This is an optimization exercise on Yosys and OpenROAD, whose aim is small area, a short achievable clock period and few clock cycles per item, not a production implementation.
At most, simulation tests tie the RTL to the original design; equivalence was not proved.
Power and IR drop assume default switching activity.

==> job 9278 <==
==> flow/design.v (excerpt) <==
module topModule(
    input clock,
    input reset,
    input start,
    input [7:0] input_a,
    input [7:0] input_b,
    output reg done,
    output [7:0] result
);
==> flow/config.mk <==
export PLATFORM = sky130hd
export DESIGN_NAME = topModule
export DESIGN_NICKNAME = topModule
export VERILOG_FILES = /design/flow/design.v
export SDC_FILE = /design/flow/constraint.sdc
export NUM_CORES = 4
export LEC_CHECK = 0
export ABC_AREA = 1
export CAP_MARGIN = 20
export CORE_AREA = 2 2 68 68
export CTS_BUF_LIST = sky130_fd_sc_hd__clkbuf_2
export DIE_AREA = 0 0 70 70
export SLEW_MARGIN = 20
==> flow/constraint.sdc <==
create_clock -name core_clock -period 10.0 [get_ports {clock}]
set_input_delay 2.0000 -clock core_clock [delete_from_list [all_inputs] [get_ports {clock}]]
set_output_delay 2.0000 -clock core_clock [all_outputs]
set_load 0.01 [all_outputs]
standard.sh (not shown) runs the stock make flow with config.mk's settings and CLKGATE_MAP_FILE= SYNTH_SCRIPT=/design/flow/synth_recipe.tcl, a recipe that flattens the netlist after the stock synthesis.
==> flow/flow/run.sh <==
#!/bin/bash
# The standard layout with these changes:
#  - synthesis maps the logic with our own ABC script (flow/abc.script, area-oriented
#    mapping) instead of ORFS's, and leaves adders to ABC rather than mapping them to
#    full/half-adder cells first (MY_NO_FA). my_synth.tcl is synth_recipe.tcl with an abc
#    wrapper that swaps the script, so the rest of the synthesis (registers and their
#    names) is unchanged;
#  - the port buffers are sky130_fd_sc_hd__buf_1 instead of the slow clkdlybuf4s50_1 that
#    OpenROAD picks by default;
#  - the constant outputs share one tie cell, and CTS inserts no dummy load.
set -euo pipefail
here=$(pwd)
export MY_ABC_SCRIPT=$here/flow/abc.script
export MY_NO_FA=1
bash standard.sh finish \
  "SYNTH_SCRIPT=$here/flow/my_synth.tcl" \
  "BUFFER_PORTS_ARGS=-buffer_cell sky130_fd_sc_hd__buf_1" \
  "SKIP_REPAIR_TIE_FANOUT=1" \
  "CTS_ARGS=-sink_clustering_enable -repair_clock_nets -buf_list sky130_fd_sc_hd__clkbuf_2 -dont_use_dummy_load" > standard.log 2>&1
==> flow/flow/abc.script <==
strash
dch -f
map -a
strash
dch -f
map -D 1400
topo
==> flow/flow/my_synth.tcl <==
proc synth {args} { yosys synth -nofsm -noshare {*}$args }
# Technology mapping with our own ABC script and delay target (MY_ABC_SCRIPT, MY_ABC_D)
# instead of ORFS's; everything else in ORFS's synthesis is unchanged.
proc abc {args} {
  if {[info exists ::env(MY_ABC_SCRIPT)]} {
    set i [lsearch -exact $args -script]
    if {$i >= 0} { lset args [expr {$i + 1}] $::env(MY_ABC_SCRIPT) }
  }
  if {[info exists ::env(MY_ABC_D)]} {
    set i [lsearch -exact $args -D]
    if {$i >= 0} { lset args [expr {$i + 1}] $::env(MY_ABC_D) }
  }
  yosys abc {*}$args
}
# MY_NO_FA: leave adders to ABC instead of mapping them to full/half-adder cells first
if {[info exists ::env(MY_NO_FA)] && $::env(MY_NO_FA)} { set ::env(ADDER_MAP_FILE) "" }
source $::env(SCRIPTS_DIR)/synth.tcl
# left out here: clear keep_hierarchy, flatten, clean up, hide names made inside functions, write 1_2_yosys.v
==> job 6234: changes against job 9278 <==
==> flow/flow/abc.script (replaced) <==
strash
dch -f
map -a
strash
dch -f
map -D 1200
topo
==> qor summary <==
item                                                       job 6234      job 9278
Status                             no timing/DRC/antenna violations  no timing/DRC/antenna violations
Initial standard-cell utilization of the core                 0.150         0.144
Hold Worst Slack                                            1.92 ns       1.92 ns
Total wire length after detailed routing               1240 microns  1310 microns
Combinational Power                                     0.0000318 W   0.0000310 W
Global-route wire length before repair                 2130 microns  2150 microns
Met2 WL post-DR                                         629 microns   659 microns
Final routed wire length divided by cell count         7.14 microns  7.90 microns
Total placed cells including tap cells                          170           163
Fraction of power spent switching nets                        0.342         0.339
Clk pwr                                                 0.0000179 W   0.0000181 W
Compound-Gate Fraction of Synth Area                          0.247         0.248
Fin area                                                  776 sq um     751 sq um
Metal3 WL                                                64 microns    56 microns
Required time reported for the critical path endpoint      10.17 ns      10.16 ns
Crit path largest cell delay                                0.27 ns       0.28 ns
Testbench counts of job 9278, summed over its fixed seeds: cycles 12,000, items 12,000.
Testbench counts of job 6234, summed over its fixed seeds: cycles 12,000, items 12,000.

---

==> inputs of branch raven <==
==> flow/design.v <==
`timescale 1ns / 1ps
module blk_sum (
    input wire [7:0] a,
    input wire [7:0] b,
    output wire [7:0] s
);
  wire new_n25, new_n26, new_n27, new_n28, new_n29, new_n30, new_n31,
    new_n32, new_n33, new_n34, new_n35, new_n36, new_n37, new_n38, new_n39,
    new_n40, new_n41, new_n42, new_n43, new_n44, new_n45, new_n46, new_n47,
    new_n48, new_n49, new_n50, new_n51, new_n52, new_n53, new_n54, new_n55,
    new_n56, new_n58, new_n59, new_n60, new_n61, new_n62, new_n63, new_n64,
    new_n65, new_n66, new_n67, new_n68, new_n70, new_n71, new_n72, new_n73,
    new_n74, new_n75, new_n76, new_n78, new_n79, new_n80, new_n81, new_n82,
    new_n83, new_n85, new_n86, new_n87, new_n89, new_n90, new_n92, new_n93,
    new_n95, new_n96;
  assign new_n25 = ~b[0]  & ~b[1] ;
  assign new_n26 = ~b[2]  & new_n25;
  assign new_n27 = b[3]  & ~new_n26;
  assign new_n28 = ~b[3]  & new_n26;
  assign new_n29 = b[6]  & ~new_n28;
  assign new_n30 = b[5]  & b[7] ;
  assign new_n31 = ~b[4]  & new_n30;
  assign new_n32 = ~new_n29 & new_n31;
  assign new_n33 = ~b[5]  & ~b[7] ;
  assign new_n34 = new_n28 & new_n33;
  assign new_n35 = b[6]  & ~b[7] ;
  assign new_n36 = b[5]  & ~new_n35;
  assign new_n37 = ~b[2]  & ~b[3] ;
  assign new_n38 = ~b[4]  & new_n37;
  assign new_n39 = ~b[6]  & ~b[7] ;
  assign new_n40 = ~b[5]  & ~new_n39;
  assign new_n41 = ~new_n38 & ~new_n40;
  assign new_n42 = ~new_n36 & new_n41;
  assign new_n43 = ~new_n34 & ~new_n42;
  assign new_n44 = ~new_n32 & new_n43;
  assign new_n45 = ~new_n27 & ~new_n44;
  assign new_n46 = b[4]  & ~b[7] ;
  assign new_n47 = ~new_n28 & new_n46;
  assign new_n48 = ~new_n33 & new_n38;
  assign new_n49 = ~b[4]  & ~b[5] ;
  assign new_n50 = ~b[6]  & new_n49;
  assign new_n51 = ~new_n30 & ~new_n50;
  assign new_n52 = ~new_n48 & new_n51;
  assign new_n53 = ~new_n47 & new_n52;
  assign new_n54 = ~new_n45 & ~new_n53;
  assign new_n55 = ~a[0]  & ~new_n54;
  assign new_n56 = a[0]  & new_n54;
  assign s[0]  = ~new_n55 & ~new_n56;
  assign new_n58 = ~b[6]  & b[7] ;
  assign new_n59 = ~new_n33 & ~new_n58;
  assign new_n60 = ~new_n50 & ~new_n59;
  assign new_n61 = ~new_n30 & ~new_n58;
  assign new_n62 = new_n38 & new_n61;
  assign new_n63 = ~new_n60 & ~new_n62;
  assign new_n64 = ~a[1]  & ~new_n63;
  assign new_n65 = a[1]  & new_n63;
  assign new_n66 = ~new_n64 & ~new_n65;
  assign new_n67 = ~new_n56 & new_n66;
  assign new_n68 = new_n56 & ~new_n66;
  assign s[1]  = new_n67 | new_n68;
  assign new_n70 = ~new_n64 & ~new_n67;
  assign new_n71 = ~new_n35 & ~new_n50;
  assign new_n72 = ~a[2]  & ~new_n71;
  assign new_n73 = a[2]  & new_n71;
  assign new_n74 = ~new_n72 & ~new_n73;
  assign new_n75 = new_n70 & ~new_n74;
  assign new_n76 = ~new_n70 & new_n74;
  assign s[2]  = new_n75 | new_n76;
  assign new_n78 = ~new_n72 & ~new_n76;
  assign new_n79 = a[3]  & ~new_n39;
  assign new_n80 = ~a[3]  & new_n39;
  assign new_n81 = ~new_n79 & ~new_n80;
  assign new_n82 = ~new_n78 & ~new_n81;
  assign new_n83 = new_n78 & new_n81;
  assign s[3]  = ~new_n82 & ~new_n83;
  assign new_n85 = ~new_n79 & ~new_n83;
  assign new_n86 = a[4]  & ~new_n85;
  assign new_n87 = ~a[4]  & new_n85;
  assign s[4]  = ~new_n86 & ~new_n87;
  assign new_n89 = a[5]  & new_n86;
  assign new_n90 = ~a[5]  & ~new_n86;
  assign s[5]  = ~new_n89 & ~new_n90;
  assign new_n92 = ~a[6]  & ~new_n89;
  assign new_n93 = a[6]  & new_n89;
  assign s[6]  = ~new_n92 & ~new_n93;
  assign new_n95 = a[7]  & ~new_n93;
  assign new_n96 = ~a[7]  & new_n93;
  assign s[7]  = new_n95 | new_n96;
endmodule
module blk_sqrt (
    input wire [7:0] x,
    output wire [3:0] y
);
  wire new_n13, new_n14, new_n15, new_n16, new_n17, new_n18, new_n19,
    new_n20, new_n21, new_n22, new_n23, new_n24, new_n25, new_n26, new_n27,
    new_n28, new_n29, new_n30, new_n31, new_n32, new_n34, new_n35, new_n36,
    new_n37, new_n38, new_n39, new_n41, new_n42, new_n43, new_n44, new_n45;
  assign new_n13 = ~x[0]  & ~x[1] ;
  assign new_n14 = ~x[2]  & new_n13;
  assign new_n15 = ~x[3]  & ~x[7] ;
  assign new_n16 = ~x[2]  & ~x[4] ;
  assign new_n17 = ~x[3]  & new_n16;
  assign new_n18 = ~new_n15 & ~new_n17;
  assign new_n19 = new_n14 & ~new_n18;
  assign new_n20 = x[3]  & ~new_n14;
  assign new_n21 = x[6]  & ~x[7] ;
  assign new_n22 = ~x[4]  & ~x[6] ;
  assign new_n23 = ~new_n21 & ~new_n22;
  assign new_n24 = x[5]  & ~new_n23;
  assign new_n25 = ~new_n20 & new_n24;
  assign new_n26 = ~x[4]  & ~x[7] ;
  assign new_n27 = ~x[5]  & new_n23;
  assign new_n28 = ~new_n26 & ~new_n27;
  assign new_n29 = ~new_n25 & new_n28;
  assign new_n30 = ~new_n19 & new_n29;
  assign new_n31 = ~x[5]  & ~x[7] ;
  assign new_n32 = ~x[3]  & ~new_n31;
  assign y[3]  = x[6]  | x[7] ;
  assign new_n34 = ~new_n14 & ~y[3] ;
  assign new_n35 = ~new_n32 & ~new_n34;
  assign new_n36 = x[5]  & ~new_n15;
  assign new_n37 = ~x[3]  & ~new_n16;
  assign new_n38 = ~new_n36 & ~new_n37;
  assign new_n39 = ~new_n35 & new_n38;
  assign y[0]  = new_n30 | new_n39;
  assign new_n41 = ~x[5]  & new_n22;
  assign new_n42 = ~x[6]  & x[7] ;
  assign new_n43 = ~new_n31 & ~new_n42;
  assign new_n44 = ~new_n41 & ~new_n43;
  assign new_n45 = new_n17 & ~new_n28;
  assign y[1]  = ~new_n44 & ~new_n45;
  assign y[2]  = ~new_n21 & ~new_n41;
endmodule
`timescale 1ns / 1ps
module topModule(
    input clock,
    input reset,
    input start,
    input [7:0] input_a,
    input [7:0] input_b,
    output reg done,
    output [7:0] result
);
wire [7:0] s;
wire [3:0] y;
reg  [7:0] sum_reg;
blk_sum u_sum(.a(input_a), .b(input_b), .s(s));
always @(posedge clock) begin
    done <= start & ~reset;
    sum_reg <= s;
end
blk_sqrt u_sqrt(.x(sum_reg), .y(y));
assign result = {4'd0, y};
endmodule
==> flow/flow/run.sh <==
#!/bin/bash
# The standard layout with these changes:
#  - synthesis maps the logic with our own ABC script (flow/abc.script, area-oriented
#    mapping) instead of ORFS's, and leaves adders to ABC rather than mapping them to
#    full/half-adder cells first (MY_NO_FA). my_synth.tcl is synth_recipe.tcl with an abc
#    wrapper that swaps the script, so the rest of the synthesis (registers and their
#    names) is unchanged;
#  - the port buffers are sky130_fd_sc_hd__buf_1 instead of the slow clkdlybuf4s50_1 that
#    OpenROAD picks by default;
#  - the constant outputs share one tie cell, and CTS inserts no dummy load.
set -euo pipefail
here=$(pwd)
export MY_ABC_SCRIPT=$here/flow/abc.script
export MY_NO_FA=1
bash standard.sh finish \
  "SYNTH_SCRIPT=$here/flow/my_synth.tcl" \
  "BUFFER_PORTS_ARGS=-buffer_cell sky130_fd_sc_hd__buf_1" \
  "SKIP_REPAIR_TIE_FANOUT=1" \
  "CTS_ARGS=-sink_clustering_enable -repair_clock_nets -buf_list sky130_fd_sc_hd__clkbuf_2 -dont_use_dummy_load" > standard.log 2>&1
==> flow/flow/abc.script <==
strash
dch -f
map -a
strash
dch -f
map -D 1400
topo
==> flow/flow/my_synth.tcl <==
proc synth {args} { yosys synth -nofsm -noshare {*}$args }
# Technology mapping with our own ABC script and delay target (MY_ABC_SCRIPT, MY_ABC_D)
# instead of ORFS's; everything else in ORFS's synthesis is unchanged.
proc abc {args} {
  if {[info exists ::env(MY_ABC_SCRIPT)]} {
    set i [lsearch -exact $args -script]
    if {$i >= 0} { lset args [expr {$i + 1}] $::env(MY_ABC_SCRIPT) }
  }
  if {[info exists ::env(MY_ABC_D)]} {
    set i [lsearch -exact $args -D]
    if {$i >= 0} { lset args [expr {$i + 1}] $::env(MY_ABC_D) }
  }
  yosys abc {*}$args
}
# MY_NO_FA: leave adders to ABC instead of mapping them to full/half-adder cells first
if {[info exists ::env(MY_NO_FA)] && $::env(MY_NO_FA)} { set ::env(ADDER_MAP_FILE) "" }
source $::env(SCRIPTS_DIR)/synth.tcl
# left out here: clear keep_hierarchy, flatten, clean up, hide names made inside functions, write 1_2_yosys.v
==> flow/standard.sh <==
#!/bin/bash
# synth_recipe.tcl (not shown) runs the flow's synth.tcl, then flattens the netlist and writes it again
# the make line also repeats each setting of config.mk as NAME=value (left out here)
make -C /OpenROAD-flow-scripts/flow DESIGN_CONFIG=/design/flow/config.mk WORK_HOME=/design/flow/orfs CLKGATE_MAP_FILE= SYNTH_SCRIPT=/design/flow/synth_recipe.tcl "${@:-finish}"
==> flow/config.mk <==
export PLATFORM = sky130hd
export DESIGN_NAME = topModule
export DESIGN_NICKNAME = topModule
export VERILOG_FILES = /design/flow/design.v
export SDC_FILE = /design/flow/constraint.sdc
export NUM_CORES = 4
export LEC_CHECK = 0
export ABC_AREA = 1
export CAP_MARGIN = 20
export CORE_AREA = 2 2 68 68
export CTS_BUF_LIST = sky130_fd_sc_hd__clkbuf_2
export DIE_AREA = 0 0 70 70
export SLEW_MARGIN = 20
==> flow/constraint.sdc <==
create_clock -name core_clock -period 10.0 [get_ports {clock}]
set_input_delay 2.0000 -clock core_clock [delete_from_list [all_inputs] [get_ports {clock}]]
set_output_delay 2.0000 -clock core_clock [all_outputs]
set_load 0.01 [all_outputs]
==> branch umber: changes against branch raven <==
==> flow/design.v, changed modules only <==
module blk_sum (
    input wire [7:0] a,
    input wire [7:0] b,
    output wire [7:0] s
);
  wire new_n25, new_n26, new_n27, new_n28, new_n29, new_n30, new_n31,
    new_n32, new_n33, new_n34, new_n35, new_n36, new_n37, new_n38, new_n39,
    new_n40, new_n41, new_n42, new_n43, new_n44, new_n45, new_n46, new_n47,
    new_n48, new_n49, new_n50, new_n51, new_n52, new_n53, new_n54, new_n55,
    new_n56, new_n58, new_n59, new_n60, new_n61, new_n62, new_n63, new_n64,
    new_n65, new_n67, new_n68, new_n69, new_n70, new_n71, new_n72, new_n73,
    new_n74, new_n76, new_n77, new_n78, new_n79, new_n80, new_n81, new_n82,
    new_n84, new_n85, new_n86, new_n88, new_n89, new_n91, new_n92, new_n94,
    new_n95;
  assign new_n25 = b[4]  & b[5] ;
  assign new_n26 = b[6]  & ~new_n25;
  assign new_n27 = ~b[6]  & new_n25;
  assign new_n28 = ~new_n26 & ~new_n27;
  assign new_n29 = b[3]  & ~new_n28;
  assign new_n30 = ~b[0]  & ~b[1] ;
  assign new_n31 = ~b[2]  & new_n30;
  assign new_n32 = ~new_n29 & new_n31;
  assign new_n33 = b[5]  & b[7] ;
  assign new_n34 = ~b[5]  & ~b[6] ;
  assign new_n35 = ~b[4]  & ~new_n34;
  assign new_n36 = ~b[7]  & ~new_n35;
  assign new_n37 = ~new_n33 & ~new_n36;
  assign new_n38 = ~b[2]  & ~b[4] ;
  assign new_n39 = new_n34 & new_n38;
  assign new_n40 = ~b[3]  & ~new_n39;
  assign new_n41 = new_n28 & new_n40;
  assign new_n42 = ~new_n37 & ~new_n41;
  assign new_n43 = ~new_n32 & new_n42;
  assign new_n44 = ~b[5]  & ~b[7] ;
  assign new_n45 = ~b[3]  & ~new_n33;
  assign new_n46 = ~b[6]  & b[7] ;
  assign new_n47 = new_n38 & ~new_n46;
  assign new_n48 = new_n45 & new_n47;
  assign new_n49 = ~new_n44 & new_n48;
  assign new_n50 = ~b[4]  & new_n34;
  assign new_n51 = ~new_n25 & ~new_n50;
  assign new_n52 = b[7]  & ~new_n51;
  assign new_n53 = ~new_n49 & ~new_n52;
  assign new_n54 = ~new_n43 & new_n53;
  assign new_n55 = a[0]  & ~new_n54;
  assign new_n56 = ~a[0]  & new_n54;
  assign s[0]  = ~new_n55 & ~new_n56;
  assign new_n58 = ~new_n44 & ~new_n46;
  assign new_n59 = ~new_n50 & ~new_n58;
  assign new_n60 = ~new_n48 & ~new_n59;
  assign new_n61 = a[1]  & new_n60;
  assign new_n62 = ~a[1]  & ~new_n60;
  assign new_n63 = ~new_n61 & ~new_n62;
  assign new_n64 = new_n55 & ~new_n63;
  assign new_n65 = ~new_n55 & new_n63;
  assign s[1]  = new_n64 | new_n65;
  assign new_n67 = b[6]  & ~b[7] ;
  assign new_n68 = ~new_n50 & ~new_n67;
  assign new_n69 = a[2]  & new_n68;
  assign new_n70 = ~a[2]  & ~new_n68;
  assign new_n71 = ~new_n69 & ~new_n70;
  assign new_n72 = ~new_n62 & ~new_n65;
  assign new_n73 = ~new_n71 & ~new_n72;
  assign new_n74 = new_n71 & new_n72;
  assign s[2]  = ~new_n73 & ~new_n74;
  assign new_n76 = ~b[6]  & ~b[7] ;
  assign new_n77 = a[3]  & ~new_n76;
  assign new_n78 = ~a[3]  & new_n76;
  assign new_n79 = ~new_n77 & ~new_n78;
  assign new_n80 = ~new_n69 & ~new_n74;
  assign new_n81 = new_n79 & new_n80;
  assign new_n82 = ~new_n79 & ~new_n80;
  assign s[3]  = new_n81 | new_n82;
  assign new_n84 = ~new_n78 & ~new_n81;
  assign new_n85 = a[4]  & new_n84;
  assign new_n86 = ~a[4]  & ~new_n84;
  assign s[4]  = ~new_n85 & ~new_n86;
  assign new_n88 = a[5]  & new_n85;
  assign new_n89 = ~a[5]  & ~new_n85;
  assign s[5]  = ~new_n88 & ~new_n89;
  assign new_n91 = a[6]  & new_n88;
  assign new_n92 = ~a[6]  & ~new_n88;
  assign s[6]  = ~new_n91 & ~new_n92;
  assign new_n94 = ~a[7]  & ~new_n91;
  assign new_n95 = a[7]  & new_n91;
  assign s[7]  = ~new_n94 & ~new_n95;
endmodule
==> flow/flow/abc.script (replaced) <==
strash
dch -f
map -a
strash
dch -f
map -D 1250
topo
==> notes.md <==
- Met2 Use GR: 0.0984
- Required time at the worst-slack endpoint: 10.15 ns
- Cell count after synthesis: 91
- Outcome: no timing/DRC/antenna violations
- Detailed route wirelength on metal3: approximately 71 µm
- Combinational group share of total power: 0.350
- Critical path launch point: input_b[6]
the above is filed under branch raven

==> notes.md <==
- Met2 Use GR: 0.0847
- Outcome: no timing/DRC/antenna violations
- Cell count after synthesis: 90
- Required time at the worst-slack endpoint: ~10 ns
the above is filed under branch umber

Testbench counts of branch umber, summed over its fixed seeds: cycles 12,000, items 12,000.
No functional check of the RTL was part of branch raven.

## static timing again, ports no longer ideal
In the flow no input, the clock included, has a driving cell. The finished layouts below were timed again as built, in two steps.
Step 1, drivers: a clkbuf_16 drives clock and a buf_2 each remaining input, both assumed.
Step 2 moves the port delays by t, midway between the first and last clock arrival at a register: inputs arrive t later, outputs are due t later. That takes back most of the time a late clock gives input paths.
Three values: ideal, step 1, step 2; two values: the first two.
| run | t, ns | setup slack, ns | cell pins on the clock port's net |
|---|---|---|---|
| job 9278 | 0.241 | 6.189 / 6.189 / 5.948 | 1 |
| job 6234 | 0.235 | 6.394 / 6.390 / 6.155 | 1 |
| branch raven | 0.243 | 6.427 / 6.424 / 6.181 | 1 |
| branch umber | 0.234 | 6.482 / 6.475 / 6.241 | 1 |
After both steps every run listed still meets setup and hold. For branch raven, which loses most, drivers alone change the setup slack by -0.003 ns; drivers and shift together by -0.246 ns.
